What follows belongs to an exercise in optimizing a design on an open flow for small area and a short achievable clock period; a production flow would make more cautious choices.
The RTL was checked by simulation tests, not by an equivalence proof against the original design.
Power is estimated from default activity; no workload was simulated.

==> flow/design.v, too long to show whole: its modules and the start of the top module <==
// module alu_design: 806 lines
// module mt_fa: 4 lines
// module mt_ha: 4 lines
// module mt_inv: 3 lines
// module mt_nand: 3 lines
// module mt_and: 3 lines
// module mt_nor: 3 lines
// module mt_muxi: 3 lines
// module mt_aoi21: 3 lines
// module mt_oai21: 3 lines
// module mt_xor: 3 lines
// module mt_xnor: 3 lines
module alu_design #(parameter OPERAND_WIDTH = 16, parameter CMD_WIDTH = 4)(
	input CLK, RST, MODE, CE, CIN,
	input [CMD_WIDTH-1:0] CMD,
	input [1:0] INP_VALID,
	input [OPERAND_WIDTH-1:0] OPA, OPB,
	output reg ERR, OFLOW, E, G, L,
	output reg COUT,
	output reg [(2*OPERAND_WIDTH)-1:0] RES
);
  // ...
==> flow/flow/run.sh <==
#!/bin/bash
set -e
cp standard.sh standard_sh.txt
export BUFFER_PORTS_ARGS="-buffer_cell sky130_fd_sc_hd__buf_1"
bash standard.sh > standard.log 2>&1
==> flow/standard.sh <==
#!/bin/bash
# synth_recipe.tcl (not shown) runs the flow's synth.tcl, then flattens the netlist and writes it again
# the make line also repeats each setting of config.mk as NAME=value (left out here)
make -C /OpenROAD-flow-scripts/flow DESIGN_CONFIG=/design/flow/config.mk WORK_HOME=/design/flow/orfs CLKGATE_MAP_FILE= SYNTH_SCRIPT=/design/flow/synth_recipe.tcl "${@:-finish}"
==> flow/config.mk <==
export PLATFORM = sky130hd
export DESIGN_NAME = alu_design
export DESIGN_NICKNAME = alu_design
export VERILOG_FILES = /design/flow/design.v
export SDC_FILE = /design/flow/constraint.sdc
export NUM_CORES = 4
export LEC_CHECK = 0
export CAP_MARGIN = 20
export CORE_MARGIN = 2
export CORE_UTILIZATION = 40
export SETUP_SLACK_MARGIN = 4.8
export SLEW_MARGIN = 20
export SYNTH_HIERARCHICAL = 1
==> flow/constraint.sdc <==
create_clock -name core_clock -period 8.0 [get_ports {CLK}]
set_input_delay 1.6000 -clock core_clock [delete_from_list [all_inputs] [get_ports {CLK}]]
set_output_delay 1.6000 -clock core_clock [all_outputs]
set_load 0.01 [all_outputs]
==> run summary, run 1 <==
Status = finished clean
H-tree levels = 4
Startpoint types = register
Post-synthesis sequential area ratio = 26.8%
Seq area share = 23.6%
Syn nets = 2,214
Post-CTS Resized = 189
Layout Cells excl Fill = 2,566
Part of the cycle the worst path needs = 40.8%
CTS Buffer Depth = 2
XOR/XNOR Fraction of Synth Area = 2.50%
DR pass1 iterations = 5
Worst Path Required = 8.25 ns
Non-clock inverters = 111
ANT cells = 0
Wirelength, routed = 58.6 mm
Comb pwr share = 38.3%
Placed cell area = 0.0190 mm²
Synth Cell Area = 0.0182 mm²
Initial DRC Count = 1,410
Hold Crit Start = c_nerr
Worst Hold End = ERR
Max Clk Rate = 306 MHz
Highest-power group = combinational cells
Top routing layer used = met4
I/O Buffers = 80
Asr flop ratio synth = 32.3%
Crit path kind = register to register
Worst-path maximum fanout = 3
Reg-to-Reg End = PD[17]
Buffering overhead = 5.30%
Comb_multi_in = 1,456
Reg2reg start = b[1]
Largest net degree at the start of global routing = 76
FF-to-FF path depth = 7
Nature of the critical path endpoint = register
Multi-input gate area = 0.0132 mm²
Final hold vios = 0
Initial antenna violation count = 1
Headroom to the max-slew limit = 41.7%
Count leader, synth = nor2_1
CP arrival = 3.52 ns
GR Layer Usage met1 = 34.7%
Worst Slack Setup Final = 4.73 ns
==> run 2: changes to the inputs <==
--- a/flow/design.v
+++ b/flow/design.v
@@ -29,24 +29,26 @@
 			4'd3: in_lt = 4'b0001;    
 			4'd4: in_lt = 4'b0110;    
 			4'd5: in_lt = 4'b1001;    
 			4'd6: in_lt = 4'b0011;    
 			4'd7: in_lt = 4'b0101;    
 			default: in_lt = 4'b0000;
 		endcase
 	end
-	reg [15:0] a, b;
+	reg [15:0] na_r, nb_r;
+	wire [15:0] a = ~na_r;
+	wire [15:0] b = ~nb_r;
 	reg m9;      
 	reg xb, yb, yi, c0, xs;
 	reg sgn;     
 	reg [3:0] rs;   
 	always @(posedge CLK) begin
-		a <= (CMD == 4'd10) ? {OPA[14:0], 1'b0} : OPA;
-		b <= OPB;
+		na_r <= ~((CMD == 4'd10) ? {OPA[14:0], 1'b0} : OPA);
+		nb_r <= ~OPB;
 		m9 <= CMD[0];
 		xb <= CMD == 4'd6 || CMD == 4'd7;
 		yb <= CMD <= 4'd3 || CMD == 4'd11 || CMD == 4'd12;
 		yi <= CMD == 4'd12 || (CMD <= 4'd7 && CMD[0]);
 		c0 <= CMD == 4'd12 || CMD == 4'd1 || CMD == 4'd4 || CMD == 4'd6 ||
 		      (CMD == 4'd2 && CIN) || (CMD == 4'd3 && !CIN);
 		xs <= CMD == 4'd11 || CMD == 4'd12;
 		sgn <= CMD != 4'd8;
@@ -106,18 +108,18 @@
 	                   ({1'b0, a[15:1]} & {16{l_sra}}) | ({a[14:0], 1'b0} & {16{l_sla}}) |
 	                   ({1'b0, b[15:1]} & {16{l_srb}}) | ({b[14:0], 1'b0} & {16{l_slb}}) |
 	                   (rot & {16{l_rot}});
 	wire [31:0] ts, tc, td;
 	wire [15:0] na, nb, pp [0:15];
 	wire [15:0] a9, b9;
 	genvar gi, gj;
 	generate for (gi = 0; gi < 16; gi = gi + 1) begin : g_in
-		mt_inv u_na (.a(a[gi]), .y(na[gi]));
-		mt_inv u_nb (.a(b[gi]), .y(nb[gi]));
+		assign na[gi] = na_r[gi];
+		assign nb[gi] = nb_r[gi];
 		mt_and u_a9 (.a(a[gi]), .b(m9), .y(a9[gi]));
 		mt_and u_b9 (.a(b[gi]), .b(m9), .y(b9[gi]));
 		for (gj = 0; gj < 16; gj = gj + 1) begin : g_pp
 			mt_nor u_pp (.a(na[gi]), .b(nb[gj]), .y(pp[gi][gj]));
 		end
 	end endgenerate
 	wire [204:0] fs, fc;
 	wire [28:0] hs, hc;
==> flow/config.mk (replaced) <==
export PLATFORM = sky130hd
export DESIGN_NAME = alu_design
export DESIGN_NICKNAME = alu_design
export VERILOG_FILES = /design/flow/design.v
export SDC_FILE = /design/flow/constraint.sdc
export NUM_CORES = 4
export LEC_CHECK = 0
export CAP_MARGIN = 20
export CORE_MARGIN = 2
export CORE_UTILIZATION = 40
export SETUP_SLACK_MARGIN = 5.0
export SLEW_MARGIN = 20
export SYNTH_HIERARCHICAL = 1
==> run 2 against run 1 <==
Final cell count up 0.94%. Utilization grew 2.7 points. Hold slack gained 0.051 ns. Total power grew 1.4%. Flip-flop and latch count increased by 1. Clock-buffer cell count increased by 1. Synthesized area down 1.5%. Sequential share of layout area is 0.78 points lower. Clock power is 3.2% lower. Critical path type unchanged.
==> run summary, run 2 <==
FF-to-FF path depth = 6 (was 7)
Avg Vias per Cell = 5.70 (was 5.69)
Reg-to-Reg End = PD[17] (unchanged)
Worst Slack Setup Final = 4.81 ns (was 4.73 ns)
Hold Crit Start = c_nerr (unchanged)
CP arrival = 3.39 ns (was 3.52 ns)
Asr flop ratio synth = 32.1% (was 32.3%)
Die area = 0.0465 mm² (was 0.0472 mm²)
Detail Route Antenna Nets = 0 (unchanged)
Largest net degree at the start of global routing = 85 (was 76)
Count leader, synth = nor2_1 (unchanged)
Final hold vios = 0 (unchanged)
Most frequent cells in the layout = 317 x nor2_1, 172 x fa_1, 126 x nand2_1 (was 322 x nor2_1, 206 x fa_1, 135 x nand2_1)
Initial antenna violation count = 0 (was 1)
Max Clk Rate = 313 MHz (was 306 MHz)
Via count = 14,800 (was 14,600)
Worst Hold End = ERR (unchanged)
Commonest non-fill, non-tap cell in the layout = nor2_1 (unchanged)
Share of cells above drive strength 1 = 24.1% (was 18.9%)
Final slew viol count = 0 (unchanged)
Wirelength, routed = 63.3 mm (was 58.6 mm)
Clock latency on the worst-skew pair = 0.48 ns (was 0.50 ns)
Part of the cycle the worst path needs = 39.9% (was 40.8%)
Global-route met3 utilization = 6.02% (was 5.55%)
DR pass1 iterations = 5 (unchanged)
GR Layer Usage met1 = 36.7% (was 34.7%)
Root buffer cell = clkbuf_16 (unchanged)
Multi-input gate area = 0.0133 mm² (was 0.0132 mm²)
DRC violations left = 0 (unchanged)
I/O Buffers = 80 (unchanged)
Hold Crit Depth = 1 (unchanged)
Clk pin slew, worst setup/hold paths = 0.08 ns (about the same)
Startpoint types = register (unchanged)
GRT busiest layer = met2 (unchanged)
Layout fillers = 3,997 (was 4,190)
GR Util All Layers = 27.5% (was 25.9%)
Syn nets = 2,177 (was 2,214)
Distinct cells, synth = 60 (was 74)
VDD IR max = 146 µV (was 105 µV)
Worst hold slack = 0.460 ns (was 0.409 ns)
Worst-path maximum fanout = 12 (was 3)
Worst Path Required = 8.20 ns (was 8.25 ns)
Initial Utilization = 40.5% (was 40.3%)
Largest registers = PS (32), RES (32), PC (29) (unchanged)
Number of global-route vias before repair = 15,200 (was 15,100)
Register area = 0.00501 mm² (was 0.00500 mm²)
Pwr per Cell Area = 152 mW/mm² (was 155 mW/mm²)
Top-Level Pins = 81 (unchanged)
Post-synthesis sequential area ratio = 27.3% (was 26.8%)
Most instantiated cells after synthesis = 345 x nor2_1, 230 x fa_1, 143 x ha_1, 132 x nand2_1, 97 x inv_1 (was 342 x nor2_1, 230 x fa_1, 144 x ha_1, 140 x nand2_1, 111 x inv_1)
Number of flops mapped to enable cells by yosys = 84 (unchanged)
Post-Route Skew = 0.0180 ns (was 0.0154 ns)
Initial DRC Count = 1,489 (was 1,410)
Synth Warn # = 7 (unchanged)
Area contributors post-synth = fa_1 26%, edfxtp_1 14%, ha_1 10%, dfrtp_1 8.4%, nor2_1 7.2% (was fa_1 25%, edfxtp_1 14%, ha_1 9.9%, dfrtp_1 8.3%, nor2_1 7.1%)
Met2 Use GR = 42.2% (was 40.6%)
CTS Buffer Depth = 2 (unchanged)
Area growth syn-to-layout = 22.9% (was 16.7%)
Final worst path period need = 3.19 ns (was 3.27 ns)
Reg2reg start = na_r[2] (was b[1])
Nets@finish = 2,400 (was 2,370)
Post-synthesis register bit count = 187 (was 186)
Headroom to the max-slew limit = 31.6% (was 41.7%)
DR WL/cell = 24.4 µm (was 22.9 µm)
Crit path kind = register to register (unchanged)
Die Wd = 216 µm (was 217 µm)
Final Util = 49.8% (was 47.1%)
Post-synthesis area per instance = 10.2 µm² (was 10.1 µm²)
Clk sinks = 187 (was 186)
Setup violators final = 0 (unchanged)
Max-cap viol count = 0 (unchanged)
Main flop type after synthesis = edfxtp_1 (unchanged)
Grt total ovfl = 0 (unchanged)
Nature of the critical path endpoint = register (unchanged)
Synth Cell Area = 0.0179 mm² (was 0.0182 mm²)
Setup total negative slack = 0 ns (unchanged)
Core area = 0.0442 mm² (was 0.0451 mm²)
Largest area contributor in the netlist = fa_1 (unchanged)
Yosys top cell area share = 25.7% (was 25.3%)
LEAKAGE = 9.17 nW (was 8.82 nW)
Unrepaired setup endpoints after global routing = true (unchanged)
CTS Hold Bufs = 0 (unchanged)
Gpl congestion = 0.974 (was 0.946)
Post-Synthesis Cells = 1,761 (was 1,797)
Final Power = 0.00334 W (was 0.00330 W)
CTS buffer count = 17 (unchanged)
CTS tree = built (unchanged)
Die Ht = 216 µm (was 217 µm)
Setup WS pre-CTS = 3.94 ns (was 4.06 ns)
DPL Wire Length = 39.9 mm (was 42.8 mm)
First-pass GRT wire length = 94.6 mm (was 91.0 mm)
Reg2reg setup slack = 4.81 ns (was 4.73 ns)
H-tree levels = 4 (unchanged)
Worst-Margin Slew = 1.02 ns (was 0.874 ns)
Cell Rows = 77 (was 78)
Hold Crit Class = register to register (unchanged)
Status = finished clean (unchanged)
## run 2: cell count changes after synthesis, moves of 10 or more
cell | before | now
mux2i_1 | 67 | 93
a22o_1 | 22 | 1
mux2_2 | 17 | 2
inv_1 | 111 | 97
a22oi_1 | 14 | 4
o21ai_0 | 52 | 62
## run 2: routing by layer
| metal | share of wire [%] | vias up | routed length (µm) |
|---|---|---|---|
| met5 | 0 | - | 0 |
| met4 | 5.0 | 0 | 3160 |
| met3 | 8.1 | 176 | 5130 |
| met2 | 45 | 673 | 28800 |
| met1 | 41 | 7473 | 26200 |
| li1 | - | 6451 | - |
## run 2: per-stage QoR
step,instance area [µm²],std cells
after floorplan,18200,1761
after global placement,19000,2398
after detailed placement,19000,2398
after CTS,21200,2540
after global routing,22000,2589
final,22000,2590
## run 2: cells by family after synthesis
family / synth area share (%)
simple gates: 13.9
fa+ha+maj: 35.7
compound gates: 12.0
flops: 27.3
buf+inv: 2.93
mux: 5.32
xor+xnor: 2.93
other cells: 0.0209
## run 2: where the power goes
part,leakage [nW],switching (W),total [W],internal [W]
sequential,1.99,0.0000690,0.00118,0.00111
combinational,6.91,0.000715,0.00131,0.000597
clock,0.275,0.000425,0.000852,0.000427
## run 2: cell type report
type                    count  share of cell area [%]
repair buffers            245                    8.80
well taps                 592                    3.37
clock inverters            14                   0.568
multi-input cells        1436                    60.5
inverters                  97                    1.90
diodes                      1                  0.0114
flip-flops and latches    187                    22.8
clock buffers              18                    2.05
## run 2: how the worst max path moves through the flow
stage	end	cells past startpoint	slack, ns	start
after floorplan	ltt[1]	11	4.77	CMD[0]
after global placement	ltt[1]	8	3.92	CMD[3]
after detailed placement	ltt[1]	8	3.94	CMD[3]
after CTS	PD[17]	6	4.83	na_r[11]
after global routing	PS[23]	7	4.76	na_r[10]
final	PD[17]	6	4.81	na_r[2]
## run 2: critical path, stage by stage, from the launching register on
cell and delay (ns):
dfxtp_4 0.51, nor2_1 0.10, fa_1 0.43, fa_1 0.57, fa_1 0.45, fa_2 0.39, fa_1 0.46
## run 2: timing repair
action,in CTS,in global routing
resized for setup,136,101
gates cloned,0,0
setup buffers,110,49
setup endpoints to repair,164,134
pin swaps,21,42
## run 2: Yosys stat by module, one instance, submodules excluded
| module | flip-flops and latches | cell area [µm²] |
|---|---|---|
| alu_design | 187 | 9340 |
| mt_aoi21 | 0 | 8.76 |
| mt_muxi | 0 | 10.0 |
| mt_nor | 0 | 3.75 |
| mt_fa | 0 | 20.0 |
| mt_nand | 0 | 3.75 |
| mt_oai21 | 0 | 5.00 |
| mt_and | 0 | 6.26 |
| mt_xnor | 0 | 8.76 |
| mt_ha | 0 | 12.5 |
| mt_xor | 0 | 8.76 |
| mt_inv | 0 | 3.75 |
==> run 3: changes to the inputs <==
--- a/flow/config.mk
+++ b/flow/config.mk
@@ -8,6 +8,6 @@
 export CAP_MARGIN = 20
 export CORE_MARGIN = 2
 export CORE_UTILIZATION = 40
-export SETUP_SLACK_MARGIN = 5.0
+export SETUP_SLACK_MARGIN = 4.7
 export SLEW_MARGIN = 20
 export SYNTH_HIERARCHICAL = 1
==> run 3 against run 2 <==
Clock power rose by 4.5%. Highest routed layer unchanged. Die area is the same. Utilization is 3.0 points lower. Flip-flop and latch count stayed put. Non-clock buffer count is 82 lower. Fmax fell by 2.0%. Largest cell class unchanged. Clock skew down 0.0076 ns. Via count is 3.0% lower. Cell area shrank 6.0%. Critical path type unchanged.
==> run summary, run 3 <==
Avg Vias per Cell = 5.72 (was 5.70)
DR WL/cell = 23.4 µm (was 24.4 µm)
Post-Route Skew = 0.0104 ns (was 0.0180 ns)
Nets@finish = 2,318 (was 2,400)
Initial antenna violation count = 0 (unchanged)
Setup violators final = 0 (unchanged)
Top-Level Pins = 81 (unchanged)
CP arrival = 3.47 ns (was 3.39 ns)
Root buffer cell = clkbuf_16 (unchanged)
Final Power = 0.00325 W (was 0.00334 W)
Hold Crit Start = c_nerr (unchanged)
Part of the cycle the worst path needs = 40.7% (was 39.9%)
Yosys top cell area share = 25.7% (unchanged)
Max Clk Rate = 307 MHz (was 313 MHz)
Crit path from = nb_r[2] (was na_r[2])
Area growth syn-to-layout = 15.4% (was 22.9%)
H-tree levels = 4 (unchanged)
Layout fillers = 4,170 (was 3,997)
Wirelength, routed = 58.6 mm (was 63.3 mm)
Largest area contributor in the netlist = fa_1 (unchanged)
Worst-Margin Slew = 1.07 ns (was 1.02 ns)
Cell Rows = 77 (unchanged)
Syn nets = 2,177 (unchanged)
Post-synthesis area per instance = 10.2 µm² (unchanged)
Setup WS pre-CTS = 4.04 ns (was 3.94 ns)
Initial DRC Count = 1,298 (was 1,489)
DRC violations left = 0 (unchanged)
Most frequent cells in the layout = 333 x nor2_1, 227 x fa_1, 140 x ha_1 (was 317 x nor2_1, 172 x fa_1, 126 x nand2_1)
Status = finished clean (unchanged)
Most instantiated cells after synthesis = 345 x nor2_1, 230 x fa_1, 143 x ha_1, 132 x nand2_1, 97 x inv_1 (unchanged)
Final slew viol count = 0 (unchanged)
Number of flops mapped to enable cells by yosys = 84 (unchanged)
Gpl congestion = 0.959 (was 0.974)
CTS tree = built (unchanged)
Count leader, synth = nor2_1 (unchanged)
CTS Buffer Depth = 2 (unchanged)
CTS buffer count = 17 (unchanged)
Share of cells above drive strength 1 = 13.2% (was 24.1%)
Worst-path maximum fanout = 11 (was 12)
Main flop type after synthesis = edfxtp_1 (unchanged)
Headroom to the max-slew limit = 28.8% (was 31.6%)
Synth Warn # = 7 (unchanged)
Die Wd = 216 µm (unchanged)
Unrepaired setup endpoints after global routing = true (unchanged)
Placed cell area = 0.0190 mm² (about the same)
ANT cells = 0 (was 1)
Multi-input gate area = 0.0126 mm² (was 0.0133 mm²)
Detail Route Antenna Nets = 0 (unchanged)
Clk sinks = 187 (unchanged)
Die area = 0.0465 mm² (unchanged)
Register area = 0.00496 mm² (was 0.00501 mm²)
Grt total ovfl = 0 (unchanged)
Placed insts = 2,422 (was 2,398)
Post-synthesis register bit count = 187 (unchanged)
Via count = 14,300 (was 14,800)
Layout Cells excl Fill = 2,507 (was 2,590)
Largest registers = PS (32), RES (32), PC (29) (unchanged)
Largest net degree at the start of global routing = 85 (unchanged)
Core area = 0.0442 mm² (unchanged)
VDD IR max = 140 µV (was 146 µV)
Worst Slack Setup Final = 4.74 ns (was 4.81 ns)
Reg2reg start = nb_r[2] (was na_r[2])
Startpoint types = register (unchanged)
Hold Crit Class = register to register (unchanged)
LEAKAGE = 8.85 nW (was 9.17 nW)
Initial Utilization = 40.5% (unchanged)
Post-Synthesis Cells = 1,761 (unchanged)
Area contributors post-synth = fa_1 26%, edfxtp_1 14%, ha_1 10%, dfrtp_1 8.4%, nor2_1 7.2% (unchanged)
Post-synthesis sequential area ratio = 27.3% (unchanged)
Crit path kind = register to register (unchanged)
Final hold vios = 0 (unchanged)
GR Util All Layers = 24.6% (was 27.5%)
First-pass GRT wire length = 86.8 mm (was 94.6 mm)
Max-cap viol count = 0 (unchanged)
Clock latency on the worst-skew pair = 0.47 ns (was 0.48 ns)
Distinct cells, synth = 60 (unchanged)
Synth Cell Area = 0.0179 mm² (unchanged)
Nature of the critical path endpoint = register (unchanged)
Asr flop ratio synth = 32.1% (unchanged)
Final worst path period need = 3.26 ns (was 3.19 ns)
Fin area = 0.0207 mm² (was 0.0220 mm²)
DR pass1 iterations = 5 (unchanged)
Worst Path Required = 8.22 ns (was 8.20 ns)
CTS Hold Bufs = 0 (unchanged)
Clk pin slew, worst setup/hold paths = 0.08 ns (about the same)
Pwr per Cell Area = 157 mW/mm² (was 152 mW/mm²)
Commonest non-fill, non-tap cell in the layout = nor2_1 (unchanged)
Number of global-route vias before repair = 14,700 (was 15,200)
DPL Wire Length = 40.2 mm (was 39.9 mm)
I/O Buffers = 80 (unchanged)
Die Ht = 216 µm (unchanged)
Setup total negative slack = 0 ns (unchanged)
run 3: cell counts after synthesis:
Identical to the previous run, type by type.
run 3: stage by stage:
step / utilization, % / hold slack, ns
after global routing: 46.8 / 0.488
after detailed placement: 43.1 / 0.448
after floorplan: - / 0.378
after CTS: 45.2 / 0.460
final: 46.8 / 0.447
after global placement: 43.1 / 0.443
run 3: area by class of cell:
cell class	instances	share of cell area, %
clock buffer	17	2.06
clock inverter	15	0.829
inverter	97	1.85
multi-input combinational	1436	61.1
sequential	187	24.0
tap	592	3.58
timing repair buffer	163	6.63
run 3: logic make-up after synthesis:
logic type / count (synthesis) / share of synthesized area (%)
XOR/XNOR: 60 / 2.93
flip-flops: 187 / 27.3
multiplexers: 95 / 5.32
adder cells (fa/ha/maj): 373 / 35.7
buffers and inverters: 138 / 2.93
AO/OA/AOI/OAI: 316 / 12.0
other: 1 / 0.0209
AND/OR/NAND/NOR: 591 / 13.9
run 3: layer usage:
| layer | track usage [%] | vias up | wire length, µm |
|---|---|---|---|
| met5 | 0 | - | 0 |
| met1 | 33.5 | 7305 | 25000 |
| met2 | 38.7 | 608 | 27100 |
| met3 | 4.58 | 134 | 4190 |
| met4 | 9.98 | 0 | 2430 |
| li1 | - | 6287 | - |
run 3: critical path, cell delays in order (launching register included):
cell and delay, ns:
dfxtp_4 0.36, buf_12 0.15, nor2_1 0.16, fa_1 0.44, fa_2 0.60, fa_1 0.44
fa_1 0.39, fa_1 0.44
run 3: power by group:
| part | switching, W | total [W] | internal [W] |
|---|---|---|---|
| Sequential | 0.0000385 | 0.00115 | 0.00111 |
| Combinational | 0.000690 | 0.00122 | 0.000526 |
| Clock | 0.000443 | 0.000890 | 0.000447 |
| Total | 0.00117 | 0.00325 | 0.00208 |
run 3: worst paths after layout:
| path | endpoint | cells after the start | slack (ns) |
|---|---|---|---|
| max reg2reg | PD[16] | 7 | 4.74 |
| min reg2reg | ERR | 1 | 0.45 |
| min in group asynchronous | RES[2] | 3 | 1.36 |
| max | PD[16] | 7 | 4.74 |
| min | ERR | 1 | 0.45 |
| max in group asynchronous | RES[30] | 3 | 6.08 |
run 3: modules after synthesis, one instance, submodules excluded:
module / copies in the design / cell area, µm² / flops+latches / cells inside
mt_and: 32 / 6.26 / 0 / 1
mt_inv: 8 / 3.75 / 0 / 1
mt_xnor: 19 / 8.76 / 0 / 1
mt_xor: 11 / 8.76 / 0 / 1
mt_muxi: 64 / 10.0 / 0 / 1
mt_fa: 228 / 20.0 / 0 / 1
mt_nor: 296 / 3.75 / 0 / 1
mt_aoi21: 69 / 8.76 / 0 / 1
mt_nand: 50 / 3.75 / 0 / 1
mt_oai21: 50 / 5.00 / 0 / 1
alu_design: 1 / 9340 / 187 / 876
mt_ha: 58 / 12.5 / 0 / 1
run 3: what timing repair did:
action / in CTS / in global routing
endpoints found under the hold margin: 0 / 0
cloned: 1 / 9
buffers inserted: 22 / 21
resized for setup: 39 / 87
setup endpoints to repair: 120 / 30
pin swaps: 0 / 9
==> run 4: changes to the inputs <==
--- a/flow/config.mk
+++ b/flow/config.mk
@@ -8,6 +8,6 @@
 export CAP_MARGIN = 20
 export CORE_MARGIN = 2
 export CORE_UTILIZATION = 40
-export SETUP_SLACK_MARGIN = 4.7
+export SETUP_SLACK_MARGIN = 4.8
 export SLEW_MARGIN = 20
 export SYNTH_HIERARCHICAL = 1
==> run 4 against run 3 <==
Still clean. Clock skew is 0.00055 ns higher. Critical path depth stayed put. Utilization is 0.31 points lower. Sequential share of layout area is 0.32 points higher. Final cell count is 0.16% lower. Combinational power hardly changed. Global-route usage is 1.4 points higher. Clock-buffer cell count is 2 higher.
==> run summary, run 4 <==
Avg Vias per Cell = 5.74 (was 5.72)
Asr flop ratio synth = 32.1% (unchanged)
CTS tree = built (unchanged)
Worst-path maximum fanout = 10 (was 11)
H-tree levels = 4 (unchanged)
Gpl congestion = 0.962 (was 0.959)
Unrepaired setup endpoints after global routing = true (unchanged)
First-pass GRT wire length = 90.8 mm (was 86.8 mm)
Initial antenna violation count = 0 (unchanged)
Largest net degree at the start of global routing = 85 (unchanged)
Crit path kind = register to register (unchanged)
Initial Utilization = 40.5% (unchanged)
Clk pin slew, worst setup/hold paths = 0.08 ns (about the same)
DPL Wire Length = 40.1 mm (was 40.2 mm)
Most frequent cells in the layout = 336 x nor2_1, 219 x fa_1, 134 x ha_1 (was 333 x nor2_1, 227 x fa_1, 140 x ha_1)
Count leader, synth = nor2_1 (unchanged)
Final worst path period need = 3.22 ns (was 3.26 ns)
ANT cells = 0 (unchanged)
Post-synthesis sequential area ratio = 27.3% (unchanged)
Final slew viol count = 0 (unchanged)
CTS Hold Bufs = 0 (unchanged)
Startpoint types = register (unchanged)
Headroom to the max-slew limit = 30.2% (was 28.8%)
Wirelength, routed = 59.9 mm (was 58.6 mm)
Largest area contributor in the netlist = fa_1 (unchanged)
Nature of the critical path endpoint = register (unchanged)
Worst Path Required = 8.20 ns (was 8.22 ns)
Max Clk Rate = 311 MHz (was 307 MHz)
Synth Cell Area = 0.0179 mm² (unchanged)
Worst hold slack = 0.455 ns (was 0.447 ns)
Worst-Margin Slew = 1.05 ns (was 1.07 ns)
Via count = 14,400 (was 14,300)
I/O Buffers = 80 (unchanged)
Number of global-route vias before repair = 15,000 (was 14,700)
Die Ht = 216 µm (unchanged)
CTS Buffer Depth = 2 (unchanged)
Main flop type after synthesis = edfxtp_1 (unchanged)
Final hold vios = 0 (unchanged)
Part of the cycle the worst path needs = 40.2% (was 40.7%)
Setup total negative slack = 0 ns (unchanged)
Area contributors post-synth = fa_1 26%, edfxtp_1 14%, ha_1 10%, dfrtp_1 8.4%, nor2_1 7.2% (unchanged)
Grt total ovfl = 0 (unchanged)
Initial DRC Count = 1,401 (was 1,298)
Synth Warn # = 7 (unchanged)
Root buffer cell = clkbuf_16 (unchanged)
DR pass1 iterations = 5 (unchanged)
Distinct cells, synth = 60 (unchanged)
Syn nets = 2,177 (unchanged)
GR Util All Layers = 26.0% (was 24.6%)
Die Wd = 216 µm (unchanged)
Clk sinks = 187 (unchanged)
Pwr per Cell Area = 158 mW/mm² (was 157 mW/mm²)
VDD IR max = 130 µV (was 140 µV)
Post-synthesis register bit count = 187 (unchanged)
Post-Synthesis Cells = 1,761 (unchanged)
Setup violators final = 0 (unchanged)
Largest registers = PS (32), RES (32), PC (29) (unchanged)
Top-Level Pins = 81 (unchanged)
Commonest non-fill, non-tap cell in the layout = nor2_1 (unchanged)
Most instantiated cells after synthesis = 345 x nor2_1, 230 x fa_1, 143 x ha_1, 132 x nand2_1, 97 x inv_1 (unchanged)
Area growth syn-to-layout = 14.7% (was 15.4%)
Nets@finish = 2,314 (was 2,318)
Hold Crit Class = register to register (unchanged)
DR WL/cell = 23.9 µm (was 23.4 µm)
Final Util = 46.5% (was 46.8%)
Post-Route Skew = 0.0109 ns (was 0.0104 ns)
CP arrival = 3.42 ns (was 3.47 ns)
Detail Route Antenna Nets = 0 (unchanged)
LEAKAGE = 8.73 nW (was 8.85 nW)
Die area = 0.0465 mm² (unchanged)
Share of cells above drive strength 1 = 14.2% (was 13.2%)
Max-cap viol count = 0 (unchanged)
Clock latency on the worst-skew pair = 0.47 ns (about the same)
Yosys top cell area share = 25.7% (unchanged)
Status = finished clean (unchanged)
DRC violations left = 0 (unchanged)
Core area = 0.0442 mm² (unchanged)
Cell Rows = 77 (unchanged)
Number of flops mapped to enable cells by yosys = 84 (unchanged)
CTS buffer count = 17 (unchanged)
Post-synthesis area per instance = 10.2 µm² (unchanged)
==> run 4: cell types whose count changed in the layout (fill, tap and decap cells not counted), moves of 3 or more <==
cell,previous run,this run
fa_1,227,219
inv_2,2,5
dfxtp_1,22,14
clkinvlp_4,6,2
buf_12,13,3
nor2_1,333,336
ha_1,140,134
buf_6,18,35
fa_2,3,11
clkbuf_16,26,18
nor2_2,12,7
dfxtp_4,19,28
ha_4,0,5
==> run 4: path summary, 6_finish.rpt <==
kind	slack, ns	cells after the start	endpoint	start
hold / removal	0.46	1	ERR	c_nerr
setup reg to reg	4.78	7	PS[24]	na_r[12]
max in group asynchronous	6.09	3	RES[23]	RST
setup / recovery	4.78	7	PS[24]	na_r[12]
hold reg to reg	0.46	1	ERR	c_nerr
min in group asynchronous	1.36	3	RES[2]	RST
==> run 4: final cells by class <==
| type | instances | area (µm²) |
|---|---|---|
| inverter | 97 | 374 |
| tap | 592 | 741 |
| multi-input combinational | 1436 | 12800 |
| clock buffer | 19 | 464 |
| clock inverter | 13 | 119 |
| timing repair buffer | 159 | 1100 |
| fill | 4154 | 23700 |
| sequential | 187 | 4990 |
==> run 4: through the flow <==
stage | setup WS (ns) | std cells | instance area, µm² | total power [W]
final | 4.78 | 2503 | 20500 | 0.00324
after detailed placement | 4.02 | 2405 | 19000 | 0.00231
after global placement | 4.04 | 2405 | 19000 | 0.00228
after CTS | 4.77 | 2490 | 20200 | 0.00323
after floorplan | 4.75 | 1761 | 18000 | 0.00194
after global routing | 4.73 | 2503 | 20500 | 0.00344
==> run 4: kinds of logic (layout without fill, tap and decap cells) <==
group,Yosys count,after routing,synth area share (%)
multiplexers,95,95,5.32
other,1,1,0.0209
adder cells (fa/ha/maj),373,373,35.7
flip-flops,187,187,27.3
buffers and inverters,138,288,2.93
AO/OA/AOI/OAI,316,316,12.0
AND/OR/NAND/NOR,591,591,13.9
XOR/XNOR,60,60,2.93
==> run 4: metal layers <==
layer / share of wire (%) / up-vias / track usage (%)
met1: 42 / 7244 / 35.0
li1: - / 6290 / -
met5: 0 / - / 0
met3: 8.0 / 167 / 4.64
met4: 4.9 / 0 / 12.5
met2: 46 / 666 / 40.7
==> run 4: power breakdown <==
group | internal (W) | switching, W
Clock | 0.000438 | 0.000421
Sequential | 0.00111 | 0.0000627
Combinational | 0.000523 | 0.000682
==> run 4: critical path, cell delays in order, from the launching register on <==
cell and delay [ns]:
dfxtp_4 0.40, buf_12 0.16, nor2_2 0.05, fa_2 0.39, fa_1 0.53, fa_1 0.46, fa_1 0.45, fa_1 0.50
==> run 4: modules after synthesis (local to each module, per instance), a selection <==
module	cell area (µm²)	flip-flops and latches
alu_design	9340	187
mt_fa	20.0	0
mt_ha	12.5	0
mt_muxi	10.0	0
mt_xnor	8.76	0
mt_aoi21	8.76	0
mt_xor	8.76	0
mt_and	6.26	0
mt_inv	3.75	0
==> run 4: timing repair <==
item	4_1_cts	5_1_grt
pin swaps	3	14
setup buffers	53	13
gates resized for setup	49	52
endpoints found under the setup margin	137	121
==> run 5: changes to the inputs <==
--- a/flow/config.mk
+++ b/flow/config.mk
@@ -7,7 +7,7 @@
 export LEC_CHECK = 0
 export CAP_MARGIN = 20
 export CORE_MARGIN = 2
-export CORE_UTILIZATION = 40
+export CORE_UTILIZATION = 50
 export SETUP_SLACK_MARGIN = 4.8
 export SLEW_MARGIN = 20
 export SYNTH_HIERARCHICAL = 1
==> run 5 against run 4 <==
Sequential power about the same. Utilization increased by 12 points. Via count decreased by 0.45%. Sequential share of layout area about the same. Wire length decreased by 3.3%. Largest power group unchanged.
==> run summary, run 5 <==
Final hold vios = 0 (unchanged)
Worst-Margin Slew = 1.08 ns (was 1.05 ns)
Multi-input gate area = 0.0129 mm² (was 0.0128 mm²)
Die Ht = 193 µm (was 216 µm)
Commonest non-fill, non-tap cell in the layout = nor2_1 (unchanged)
Largest area contributor in the netlist = fa_1 (unchanged)
Post-synthesis sequential area ratio = 27.3% (unchanged)
Startpoint types = register (unchanged)
Via count = 14,300 (was 14,400)
Main flop type after synthesis = edfxtp_1 (unchanged)
Reg2reg start = nb_r[0] (was na_r[12])
Post-synthesis area per instance = 10.2 µm² (unchanged)
Cell Rows = 69 (was 77)
H-tree levels = 4 (unchanged)
Reg2reg setup slack = 4.79 ns (was 4.78 ns)
CTS Buffer Depth = 2 (unchanged)
Layout Cells excl Fill = 2,376 (was 2,503)
Most frequent cells in the layout = 334 x nor2_1, 212 x fa_1, 130 x nand2_1 (was 336 x nor2_1, 219 x fa_1, 134 x ha_1)
CP arrival = 3.39 ns (was 3.42 ns)
Worst-path maximum fanout = 11 (was 10)
Largest net degree at the start of global routing = 81 (was 85)
Post-Route Skew = 0.0143 ns (was 0.0109 ns)
Initial DRC Count = 1,358 (was 1,401)
DPL Wire Length = 38.9 mm (was 40.1 mm)
LEAKAGE = 8.74 nW (was 8.73 nW)
Hold Crit Start = c_nerr (unchanged)
Crit path kind = register to register (unchanged)
First-pass GRT wire length = 87.1 mm (was 90.8 mm)
Post-synthesis register bit count = 187 (unchanged)
GR Util All Layers = 30.7% (was 26.0%)
DR WL/cell = 24.4 µm (was 23.9 µm)
Worst hold slack = 0.410 ns (was 0.455 ns)
Layout fillers = 3,097 (was 4,154)
Synth Cell Area = 0.0179 mm² (unchanged)
Headroom to the max-slew limit = 27.6% (was 30.2%)
Crit path from = nb_r[0] (was na_r[12])
Most instantiated cells after synthesis = 345 x nor2_1, 230 x fa_1, 143 x ha_1, 132 x nand2_1, 97 x inv_1 (unchanged)
FF-to-FF path depth = 7 (unchanged)
Number of flops mapped to enable cells by yosys = 84 (unchanged)
Yosys top cell area share = 25.7% (unchanged)
Fin area = 0.0205 mm² (about the same)
CTS tree = built (unchanged)
Gpl congestion = 0.945 (was 0.962)
Root buffer cell = clkbuf_16 (unchanged)
Top-Level Pins = 81 (unchanged)
Part of the cycle the worst path needs = 40.1% (was 40.2%)
DRC violations left = 0 (unchanged)
Distinct cells, synth = 60 (unchanged)
Nature of the critical path endpoint = register (unchanged)
Worst Hold End = ERR (unchanged)
Pwr per Cell Area = 158 mW/mm² (about the same)
Detail Route Antenna Nets = 0 (unchanged)
Register area = 0.00500 mm² (was 0.00499 mm²)
Wirelength, routed = 57.9 mm (was 59.9 mm)
I/O Buffers = 80 (unchanged)
Max Clk Rate = 312 MHz (was 311 MHz)
DR pass1 iterations = 5 (unchanged)
CTS buffer count = 17 (unchanged)
Number of global-route vias before repair = 14,700 (was 15,000)
Core area = 0.0354 mm² (was 0.0442 mm²)
Clk sinks = 187 (unchanged)
Setup violators final = 0 (unchanged)
Placed cell area = 0.0188 mm² (was 0.0190 mm²)
Unrepaired setup endpoints after global routing = true (unchanged)
Nets@finish = 2,317 (was 2,314)
Share of cells above drive strength 1 = 15.7% (was 14.2%)
Count leader, synth = nor2_1 (unchanged)
VDD IR max = 154 µV (was 130 µV)
Placed insts = 2,273 (was 2,405)
Area growth syn-to-layout = 14.7% (about the same)
Die Wd = 193 µm (was 216 µm)
Largest registers = PS (32), RES (32), PC (29) (unchanged)
Clock latency on the worst-skew pair = 0.46 ns (was 0.47 ns)
Hold Crit Depth = 1 (unchanged)
Setup total negative slack = 0 ns (unchanged)
Hold Crit Class = register to register (unchanged)
Worst Path Required = 8.19 ns (was 8.20 ns)
Post-Synthesis Cells = 1,761 (unchanged)
Max-cap viol count = 0 (unchanged)
Synth Warn # = 7 (unchanged)
Die area = 0.0374 mm² (was 0.0465 mm²)
Area contributors post-synth = fa_1 26%, edfxtp_1 14%, ha_1 10%, dfrtp_1 8.4%, nor2_1 7.2% (unchanged)
Clk pin slew, worst setup/hold paths = 0.07 ns (was 0.08 ns)
Final worst path period need = 3.21 ns (was 3.22 ns)
Initial antenna violation count = 0 (unchanged)
Initial Utilization = 50.6% (was 40.5%)
CTS Hold Bufs = 0 (unchanged)
Status = finished clean (unchanged)
Grt total ovfl = 0 (unchanged)
Syn nets = 2,177 (unchanged)
Avg Vias per Cell = 6.02 (was 5.74)
Asr flop ratio synth = 32.1% (unchanged)
Reg-to-Reg End = PD[16] (was PS[24])
Final slew viol count = 0 (unchanged)
## run 5: stage by stage
stage | util (%) | setup WS (ns) | total power (W)
after floorplan | - | 4.75 | 0.00194
after global routing | 58.0 | 4.71 | 0.00346
after detailed placement | 53.1 | 4.06 | 0.00230
after global placement | 53.1 | 4.12 | 0.00227
final | 58.0 | 4.79 | 0.00324
after CTS | 56.4 | 4.77 | 0.00322
## run 5: how the worst max path moves through the flow
stage	to	slack, ns	depth (start not counted)
after floorplan	ltt[1]	4.75	10
after global placement	ltt[1]	4.12	8
after detailed placement	ltt[1]	4.06	8
after CTS	PS[23]	4.77	6
after global routing	RES[16]	4.71	10
final	PD[16]	4.79	7
## run 5: cells by family after synthesis
| logic type | synth area share (%) |
|---|---|
| and+or+nand+nor | 13.9 |
| adders and majority gates | 35.7 |
| AOI/OAI and AO/OA | 12.0 |
| DFF | 27.3 |
| buffers and inverters | 2.93 |
| muxes | 5.32 |
| xor gates and xnor gates | 2.93 |
| other | 0.0209 |
## run 5: repair_timing
action                     4_1_cts  5_1_grt
resized for setup               57       71
buffers inserted                40       29
pin swaps                        6       11
cloned                           0        1
setup endpoints to repair      128      116
## run 5: worst max-delay path: stages, from the launching register on
cell and delay [ns]:
dfxtp_4 0.39, buf_12 0.16, nor2_2 0.13, fa_1 0.45
fa_1 0.57, fa_1 0.44, fa_2 0.37, fa_2 0.43
## run 5: report_power, final
part | switching, W | internal, W
Clock | 0.000419 | 0.000451
Sequential | 0.0000656 | 0.00111
Combinational | 0.000670 | 0.000525
## run 5: cell type report
class,count,share of cell area [%]
Antenna cell,1,0.0122
Inverter,97,1.84
Clock inverter,14,0.719
Clock buffer,18,2.14
Tap cell,461,2.81
Multi-Input combinational cell,1436,62.6
Timing Repair Buffer,162,5.60
Sequential cell,187,24.3
## run 5: per-layer routing
layer | share of wire, % | global-route usage (%) | vias to the layer above | wire, µm
met4 | 4.3 | 14.8 | 0 | 2520
met2 | 45 | 46.0 | 665 | 26000
met5 | 0 | 0 | - | 0
met1 | 43 | 43.8 | 7206 | 24900
li1 | - | - | 6294 | -
met3 | 7.8 | 4.72 | 138 | 4550
## run 5: per-module statistics from Yosys (local to each module, per instance), excerpt
module	cells inside	times used
mt_nor	1	296
mt_nand	1	50
alu_design	876	1
mt_xnor	1	19
mt_muxi	1	64
mt_and	1	32

what the ideal ports hide:
No port has a modelled driver above. Below, the same layouts with a new extraction and two added sets of constraints. Step 1 assumes that a clkbuf_16 drives the clock port and a buf_2 every other input. Step 2 adds t to the input delays and takes it off the output delays; t is the mean of the earliest and latest rising clock arrival at the registers after step 1. Input paths then give back, and output paths get back, about the clock's delay inside the block. a / b / c = ideal ports / drivers / drivers and shift; a / b = the first two.
run | t (ns) | setup WS [ns] | clock arrival spread, ns | pins driven straight from the clock port
run 1 | 0.547 | 4.734 / 4.734 / 4.354 | 0.015 / 0.016 | 1
run 2 | 0.524 | 4.809 / 4.809 / 4.591 | 0.018 / 0.018 | 1
run 3 | 0.525 | 4.743 / 4.743 / 4.364 | 0.011 / 0.010 | 1
run 4 | 0.521 | 4.782 / 4.782 / 4.423 | 0.012 / 0.012 | 1
run 5 | 0.508 | 4.795 / 4.795 / 4.414 | 0.014 / 0.015 | 1
After both steps every run listed still meets setup and hold. The setup slack of run 5, which loses most, moves by 0.000 ns with the drivers and by -0.381 ns with both steps.
